This design comes from an exercise in tuning for small area on the open sky130 flow, not from production work. Only simulation tests tie the RTL to the original design; equivalence was not proved. Power and IR drop assume default switching activity.

==> 11-05 <==
==> flow/design.v <==
module vga_sync(
    input clk,
    input rst,
    output reg h_sync,
    output reg v_sync,
    output reg valid,
    output reg [5:0] a,
    output reg [2:0] b,
    output reg [2:0] p,
    output reg [9:0] y_counter
    );
wire [11:0] xc = {a, b, p};
wire x_end = a[5] & a[2] & a[1] & a[0] & b[2] & ~p[2] & p[1] & p[0];    
wire y_end = y_counter[9] & y_counter[3] & y_counter[2] & y_counter[1] & y_counter[0];   
always @(posedge clk)
  if (rst) begin
    a <= 6'd0; b <= 3'd1; p <= 3'd0;
    y_counter <= 10'd0;
    h_sync <= 1'b1;
    v_sync <= 1'b1;
    valid <= 1'b0;
  end else begin
    if (x_end) begin
      a <= 6'd0; b <= 3'd1; p <= 3'd0;
      y_counter <= y_end ? 10'd0 : y_counter + 10'd1;
    end else begin
      p <= p + 3'd1;
      if (p == 3'd7) begin
        if (b[2]) begin b <= 3'd0; a <= a + 6'd1; end
        else b <= b + 3'd1;
      end
    end
    h_sync <= ~((xc >= 12'd2080) && (xc <= 12'd2389));
    v_sync <= ~((y_counter == 10'd493) || (y_counter == 10'd494));
    valid <= x_end || (y_counter <= 10'd479 && xc <= 12'd2063);
  end
endmodule
module array_shifter(
    input [15:0] data,
    input en,
    input clk,
    input rst,
    output reg [287:0] SIPO,
    output reg [4:0] lim
    );
always @(posedge clk)
  if (en) SIPO <= {data, SIPO[287:16]};
always @(posedge clk)
  if (rst) lim <= 5'd24;
  else if (en && lim != 5'd6) lim <= lim - 5'd1;
endmodule
module char_pos(input [1:0] a, input [2:0] b, output [4:0] code);
assign code[0] = (b[1] & a[1]) | (~b[0] & ~b[2] & a[0]) | (b[2] & a[1]) | (~b[1] & ~b[2] & a[0] & ~a[1]);
assign code[1] = (b[0] & ~a[0]) | (b[0] & b[1] & a[1]) | (~b[1] & ~b[2] & ~a[1]) | (~b[0] & ~b[1] & a[1]) | (b[2] & ~a[0]);
assign code[2] = (b[1] & ~a[0]) | (b[2] & ~a[0]) | (b[0] & a[0] & ~a[1]) | (~b[0] & a[1]);
assign code[3] = (~b[0] & ~b[1] & ~a[0]) | (b[0] & ~b[1] & a[0] & ~a[1]) | (b[2]);
assign code[4] = (b[1]) | (~b[0] & a[0]) | (b[0] & ~a[1]);
endmodule
module num_pos(input [4:0] code, input [2:0] r, input [2:0] c, output pix);
reg [7:0] row;
always @*
  case ({code, r})
    8'd0: row = 8'b00111100;
    8'd1: row = 8'b01100110;
    8'd2: row = 8'b01100110;
    8'd3: row = 8'b01100110;
    8'd4: row = 8'b01100110;
    8'd5: row = 8'b01100110;
    8'd6: row = 8'b00111100;
    8'd7: row = 8'b00000000;
    8'd8: row = 8'b00011000;
    8'd9: row = 8'b00011000;
    8'd10: row = 8'b00111000;
    8'd11: row = 8'b00011000;
    8'd12: row = 8'b00011000;
    8'd13: row = 8'b00011000;
    8'd14: row = 8'b01111110;
    8'd15: row = 8'b00000000;
    8'd16: row = 8'b00111100;
    8'd17: row = 8'b01100110;
    8'd18: row = 8'b00000110;
    8'd19: row = 8'b00001100;
    8'd20: row = 8'b00110000;
    8'd21: row = 8'b01100000;
    8'd22: row = 8'b01111110;
    8'd23: row = 8'b00000000;
    8'd24: row = 8'b00111100;
    8'd25: row = 8'b01100110;
    8'd26: row = 8'b00000110;
    8'd27: row = 8'b00011100;
    8'd28: row = 8'b00000110;
    8'd29: row = 8'b01100110;
    8'd30: row = 8'b00111100;
    8'd31: row = 8'b00000000;
    8'd32: row = 8'b00000110;
    8'd33: row = 8'b00001110;
    8'd34: row = 8'b00011110;
    8'd35: row = 8'b01100110;
    8'd36: row = 8'b01111111;
    8'd37: row = 8'b00000110;
    8'd38: row = 8'b00000110;
    8'd39: row = 8'b00000000;
    8'd40: row = 8'b01111110;
    8'd41: row = 8'b01100000;
    8'd42: row = 8'b01111100;
    8'd43: row = 8'b00000110;
    8'd44: row = 8'b00000110;
    8'd45: row = 8'b01100110;
    8'd46: row = 8'b00111100;
    8'd47: row = 8'b00000000;
    8'd48: row = 8'b00111100;
    8'd49: row = 8'b01100110;
    8'd50: row = 8'b01100000;
    8'd51: row = 8'b01111100;
    8'd52: row = 8'b01100110;
    8'd53: row = 8'b01100110;
    8'd54: row = 8'b00111100;
    8'd55: row = 8'b00000000;
    8'd56: row = 8'b01111110;
    8'd57: row = 8'b01100110;
    8'd58: row = 8'b00001100;
    8'd59: row = 8'b00011000;
    8'd60: row = 8'b00011000;
    8'd61: row = 8'b00011000;
    8'd62: row = 8'b00011000;
    8'd63: row = 8'b00000000;
    8'd64: row = 8'b00111100;
    8'd65: row = 8'b01100110;
    8'd66: row = 8'b01100110;
    8'd67: row = 8'b00111100;
    8'd68: row = 8'b01100110;
    8'd69: row = 8'b01100110;
    8'd70: row = 8'b00111100;
    8'd71: row = 8'b00000000;
    8'd72: row = 8'b00111100;
    8'd73: row = 8'b01100110;
    8'd74: row = 8'b01100110;
    8'd75: row = 8'b00111110;
    8'd76: row = 8'b00000110;
    8'd77: row = 8'b01100110;
    8'd78: row = 8'b00111100;
    8'd79: row = 8'b00000000;
    8'd80: row = 8'b00011000;
    8'd81: row = 8'b00111100;
    8'd82: row = 8'b01100110;
    8'd83: row = 8'b01111110;
    8'd84: row = 8'b01100110;
    8'd85: row = 8'b01100110;
    8'd86: row = 8'b01100110;
    8'd87: row = 8'b00000000;
    8'd88: row = 8'b01111100;
    8'd89: row = 8'b01100110;
    8'd90: row = 8'b01100110;
    8'd91: row = 8'b01111100;
    8'd92: row = 8'b01100110;
    8'd93: row = 8'b01100110;
    8'd94: row = 8'b01111100;
    8'd95: row = 8'b00000000;
    8'd96: row = 8'b00111100;
    8'd97: row = 8'b01100110;
    8'd98: row = 8'b01100000;
    8'd99: row = 8'b01100000;
    8'd100: row = 8'b01100000;
    8'd101: row = 8'b01100110;
    8'd102: row = 8'b00111100;
    8'd103: row = 8'b00000000;
    8'd104: row = 8'b01111000;
    8'd105: row = 8'b01101100;
    8'd106: row = 8'b01100110;
    8'd107: row = 8'b01100110;
    8'd108: row = 8'b01100110;
    8'd109: row = 8'b01101100;
    8'd110: row = 8'b01111000;
    8'd111: row = 8'b00000000;
    8'd112: row = 8'b01111110;
    8'd113: row = 8'b01100000;
    8'd114: row = 8'b01100000;
    8'd115: row = 8'b01111000;
    8'd116: row = 8'b01100000;
    8'd117: row = 8'b01100000;
    8'd118: row = 8'b01111110;
    8'd119: row = 8'b00000000;
    8'd120: row = 8'b01111110;
    8'd121: row = 8'b01100000;
    8'd122: row = 8'b01100000;
    8'd123: row = 8'b01111000;
    8'd124: row = 8'b01100000;
    8'd125: row = 8'b01100000;
    8'd126: row = 8'b01100000;
    8'd127: row = 8'b00000000;
    8'd128: row = 8'b00000000;
    8'd129: row = 8'b00000000;
    8'd130: row = 8'b00000000;
    8'd131: row = 8'b00000000;
    8'd132: row = 8'b00000000;
    8'd133: row = 8'b00011000;
    8'd134: row = 8'b00011000;
    8'd135: row = 8'b00110000;
    8'd136: row = 8'b00111100;
    8'd137: row = 8'b00011000;
    8'd138: row = 8'b00011000;
    8'd139: row = 8'b00011000;
    8'd140: row = 8'b00011000;
    8'd141: row = 8'b00011000;
    8'd142: row = 8'b00111100;
    8'd143: row = 8'b00000000;
    8'd144: row = 8'b01100110;
    8'd145: row = 8'b01110110;
    8'd146: row = 8'b01111110;
    8'd147: row = 8'b01111110;
    8'd148: row = 8'b01101110;
    8'd149: row = 8'b01100110;
    8'd150: row = 8'b01100110;
    8'd151: row = 8'b00000000;
    8'd152: row = 8'b01111100;
    8'd153: row = 8'b01100110;
    8'd154: row = 8'b01100110;
    8'd155: row = 8'b01111100;
    8'd156: row = 8'b01111000;
    8'd157: row = 8'b01101100;
    8'd158: row = 8'b01100110;
    8'd159: row = 8'b00000000;
    8'd160: row = 8'b00111100;
    8'd161: row = 8'b01100110;
    8'd162: row = 8'b01100000;
    8'd163: row = 8'b00111100;
    8'd164: row = 8'b00000110;
    8'd165: row = 8'b01100110;
    8'd166: row = 8'b00111100;
    8'd167: row = 8'b00000000;
    8'd168: row = 8'b01100110;
    8'd169: row = 8'b01100110;
    8'd170: row = 8'b01100110;
    8'd171: row = 8'b01100110;
    8'd172: row = 8'b01100110;
    8'd173: row = 8'b01100110;
    8'd174: row = 8'b00111100;
    8'd175: row = 8'b00000000;
    8'd176: row = 8'b01100011;
    8'd177: row = 8'b01100011;
    8'd178: row = 8'b01100011;
    8'd179: row = 8'b01101011;
    8'd180: row = 8'b01111111;
    8'd181: row = 8'b01110111;
    8'd182: row = 8'b01100011;
    8'd183: row = 8'b00000000;
    8'd184: row = 8'b01100110;
    8'd185: row = 8'b01100110;
    8'd186: row = 8'b01100110;
    8'd187: row = 8'b00111100;
    8'd188: row = 8'b00011000;
    8'd189: row = 8'b00011000;
    8'd190: row = 8'b00011000;
    8'd191: row = 8'b00000000;
    8'd192: row = 8'b00000000;
    8'd193: row = 8'b00011000;
    8'd194: row = 8'b00011000;
    8'd195: row = 8'b00000000;
    8'd196: row = 8'b00000000;
    8'd197: row = 8'b00011000;
    8'd198: row = 8'b00011000;
    8'd199: row = 8'b00000000;
    default: row = 8'b0;
  endcase
assign pix = row[3'd7 - c];
endmodule
module vga_controller(
    input clk,
    input rst,
    input [15:0] data,
    input en,
    output h_sync,
    output v_sync,
    output red0,
    output red1,
    output green0,
    output green1,
    output blue0,
    output blue1
    );
wire [5:0] a;
wire [2:0] b, p;
wire [9:0] y;
wire valid;
wire [287:0] SIPO;
wire [4:0] lim;
vga_sync sync_50M(.clk(clk), .rst(rst), .h_sync(h_sync), .v_sync(v_sync), .valid(valid),
                  .a(a), .b(b), .p(p), .y_counter(y));
array_shifter myshift(.data(data), .en(en), .clk(clk), .rst(rst), .SIPO(SIPO), .lim(lim));
wire text_row = (y >= 10'd124) && (y <= 10'd131);
wire [2:0] r = {~y[2], y[1:0]};   
wire [2:0] c = p - 3'd3;          
wire [17:0] ws;
genvar k;
generate for (k = 0; k < 18; k = k + 1) begin : g_ws
  assign ws[k] = (a == k + 6);
end endgenerate
reg [15:0] wd;
integer i;
always @* begin
  wd = 16'd0;
  for (i = 0; i < 18; i = i + 1)
    wd = wd | (SIPO[16*i +: 16] & {16{ws[i]}});
end
wire [3:0] nib = ((wd[15:12] & {4{b == 3'd0}}) | (wd[11:8] & {4{b == 3'd1}}) |
                  (wd[7:4] & {4{b == 3'd2}}) | (wd[3:0] & {4{b == 3'd3}})) & {4{{1'b0, a} >= lim}};
wire [4:0] fcode;
char_pos u_chr(.a(a[1:0]), .b(b), .code(fcode));
wire in_digits = (a >= 6'd6) && (a <= 6'd23);
wire is_comma = b[2];
wire in_fixed = (a >= 6'd3) && (a <= 6'd5);
wire [4:0] ncode = !text_row ? 5'd31 :
                   in_digits ? (!is_comma ? {1'b0, nib} : (a != 6'd23) ? 5'd16 : 5'd31) :
                   in_fixed ? fcode : 5'd31;
reg [4:0] code;
reg pix;
wire gpix;
num_pos u_num(.code(code), .r(r), .c(c), .pix(gpix));
always @(posedge clk)
  if (rst) begin
    code <= 5'd31; pix <= 1'b0;
  end else begin
    if (p == 3'd2) code <= ncode;
    pix <= gpix;
  end
assign green0 = pix & valid;
assign red0 = 1'b0;
assign red1 = 1'b0;
assign green1 = 1'b0;
assign blue0 = 1'b0;
assign blue1 = 1'b0;
endmodule
==> flow/flow/run.sh <==
#!/bin/bash
# Own flow: the standard layout (standard.sh), except that synthesis maps the logic with
# an area-oriented ABC script. Everything before ABC, and so every register, is the standard
# synthesis's. Each tool's log stays under orfs/logs/; make's output goes to flow_make.log.
set -euo pipefail
W=$PWD
F=$(cd "$(dirname "${BASH_SOURCE[0]}")" && pwd)
export MY_ABC_SCRIPT=$F/abc_area.script
{
  head -n 1 synth_recipe.tcl
  cat <<'TCL'
proc abc {args} {
  set i [lsearch -exact $args -script]
  if {$i >= 0} { set args [lreplace $args [expr {$i + 1}] [expr {$i + 1}] $::env(MY_ABC_SCRIPT)] }
  yosys abc {*}$args
}
TCL
  tail -n +2 synth_recipe.tcl
} > "$W/area_synth.tcl"
sed "s#SYNTH_SCRIPT=[^ ]*#SYNTH_SCRIPT=$W/area_synth.tcl#" standard.sh > "$W/area_standard.sh"
grep -q "SYNTH_SCRIPT=$W/area_synth.tcl" "$W/area_standard.sh"
bash "$W/area_standard.sh" finish > "$W/flow_make.log" 2>&1
test -s out/final.def
==> flow/flow/abc_area.script <==
&get -n
&st
&dch
&nf -R 1000
&put
==> flow/standard.sh <==
#!/bin/bash
# synth_recipe.tcl (not shown) runs the flow's synth.tcl, then flattens the netlist and writes it again
# the make line also repeats each setting of config.mk as NAME=value (left out here)
make -C /OpenROAD-flow-scripts/flow DESIGN_CONFIG=/design/flow/config.mk WORK_HOME=/design/flow/orfs CLKGATE_MAP_FILE= SYNTH_SCRIPT=/design/flow/synth_recipe.tcl "${@:-finish}"
==> flow/config.mk <==
export PLATFORM = sky130hd
export DESIGN_NAME = vga_controller
export DESIGN_NICKNAME = vga_controller
export VERILOG_FILES = /design/flow/design.v
export SDC_FILE = /design/flow/constraint.sdc
export NUM_CORES = 4
export LEC_CHECK = 0
export CAP_MARGIN = 20
export CORE_MARGIN = 2
export CORE_UTILIZATION = 30
export CTS_BUF_LIST = sky130_fd_sc_hd__clkbuf_4
export SLEW_MARGIN = 20
==> flow/constraint.sdc <==
create_clock -name core_clock -period 10.0 [get_ports {clk}]
set_input_delay 2.0000 -clock core_clock [delete_from_list [all_inputs] [get_ports {clk}]]
set_output_delay 2.0000 -clock core_clock [all_outputs]
set_load 0.01 [all_outputs]
==> 01-11: changes against 11-05 <==
==> flow/run.sh (new file) <==
#!/bin/bash
# synth_recipe.tcl (not shown) runs the flow's synth.tcl, then flattens the netlist and writes it again
# the make line also repeats each setting of config.mk as NAME=value (left out here)
make -C /OpenROAD-flow-scripts/flow DESIGN_CONFIG=/design/flow/config.mk WORK_HOME=/design/flow/orfs CLKGATE_MAP_FILE= SYNTH_SCRIPT=/design/flow/synth_recipe.tcl finish
Settings changed: CTS_BUF_LIST sky130_fd_sc_hd__clkbuf_4 to not set.
removed: flow/flow/run.sh
removed: flow/flow/abc_area.script
removed: flow/standard.sh
==> summary.txt <==
In 01-11 the register-to-register slack is higher than in 11-05, by 310 ps. Against 11-05, the synthesized cell count of 01-11 is higher by about 12%. Of 11-05 and 01-11, 01-11 has the higher non-clock buffer count (gap 2). Between 01-11 and 11-05, the lower core utilization is in 01-11 (gap 0.64 points). Between 01-11 and 11-05, the lower via count is in 11-05 (gap 4.9%, measured against 11-05). In sequential cell count, 11-05 and 01-11 do not differ. Against 11-05, the clock skew of 01-11 is lower by 46 ps. Synthesized area: 01-11 is higher than 11-05 (6.7%). In sequential power, 01-11 and 11-05 hardly differ. Count of clock-buffer cells in the layout: 01-11 is lower than 11-05 (75). Sequential share of layout area: 11-05 is higher than 01-11 (2.3 points).
==> figures <==
| quantity | 01-11 | 11-05 |
|---|---|---|
| Worst-case clock skew | 15.14 ps | 61.26 ps |
| DP Area | 15060 µm² | 14490 µm² |
| Site row count | 79 | 77 |
| Multi-input combinational cell area | 4508 µm² | 3970 µm² |
| Worst hold slack after final layout | 441.1 ps | 409.3 ps |
| Net total in the final layout | 1137 | 1131 |
| Post-synthesis area per instance | 13.19 µm² | 13.84 µm² |
| Via count of the first global-routing pass | 9340 | 9137 |
| Clock latency of the later-clocked register in the worst-skew pair | 530 ps | 720 ps |
| Worst reg2reg path depth | 9 | 14 |
| Multi-input logic portion of the cell area | 27.94% | 25.60% |
| Xor and xnor fraction of the mapped netlist area | 1.103% | 0.5230% |
| Fraction of layout cells with a size suffix above 1 | 6.577% | 13.08% |
| Sum of met3 wire segment lengths after detailed routing | 2585 µm | 2547 µm |
| Minimum period implied by the final worst setup slack | 3635 ps | 3946 ps |
| Fraction of standard cell area that is sequential | 58.07% | 60.41% |
| Number of cells in the finished layout apart from fillers | 1717 | 1734 |
| Clock-pin slew on the worst setup and hold paths | 60 ps | 70 ps |
| Outcome | complete, no violations | complete, no violations |
| HPWL Detailed | 23020 µm | 20120 µm |
| Switching pwr | 0.0006173 W | 0.0006473 W |
| Longest individual stage delay on the worst path | 580 ps | 560 ps |
| Filler instances | 4540 | 4396 |

-- port drivers added, routing unchanged --
How much do the figures lean on ideal ports? The routed layouts below were timed once more, with nothing changed but the port constraints.
Step 1 assumes that a clkbuf_16 drives the clock port and a buf_2 every other input.
Step 2 times the ports against the registers' clock, not the clock port: input delays grow and output delays shrink by t, the midpoint of the rising clock arrivals with the driver on.
Three values: ideal, step 1, step 2; two values: the first two.
run | t (ns) | slack for setup (ns) | clock arrival spread, ns | slew at the worst register clock pin (ns) | worst data-port slew with drivers (ns)
11-05 | 0.742 | 6.054 / 6.054 / 6.028 | 0.074 / 0.073 | 0.08 / 0.08 | 0.06
01-11 | 0.573 | 6.365 / 6.365 / 5.991 | 0.019 / 0.019 | 0.06 / 0.06 | 0.05
After both steps every run listed still meets setup and hold. For 01-11, which loses most, drivers alone change the setup slack by 0.000 ns; drivers and shift together by -0.374 ns.
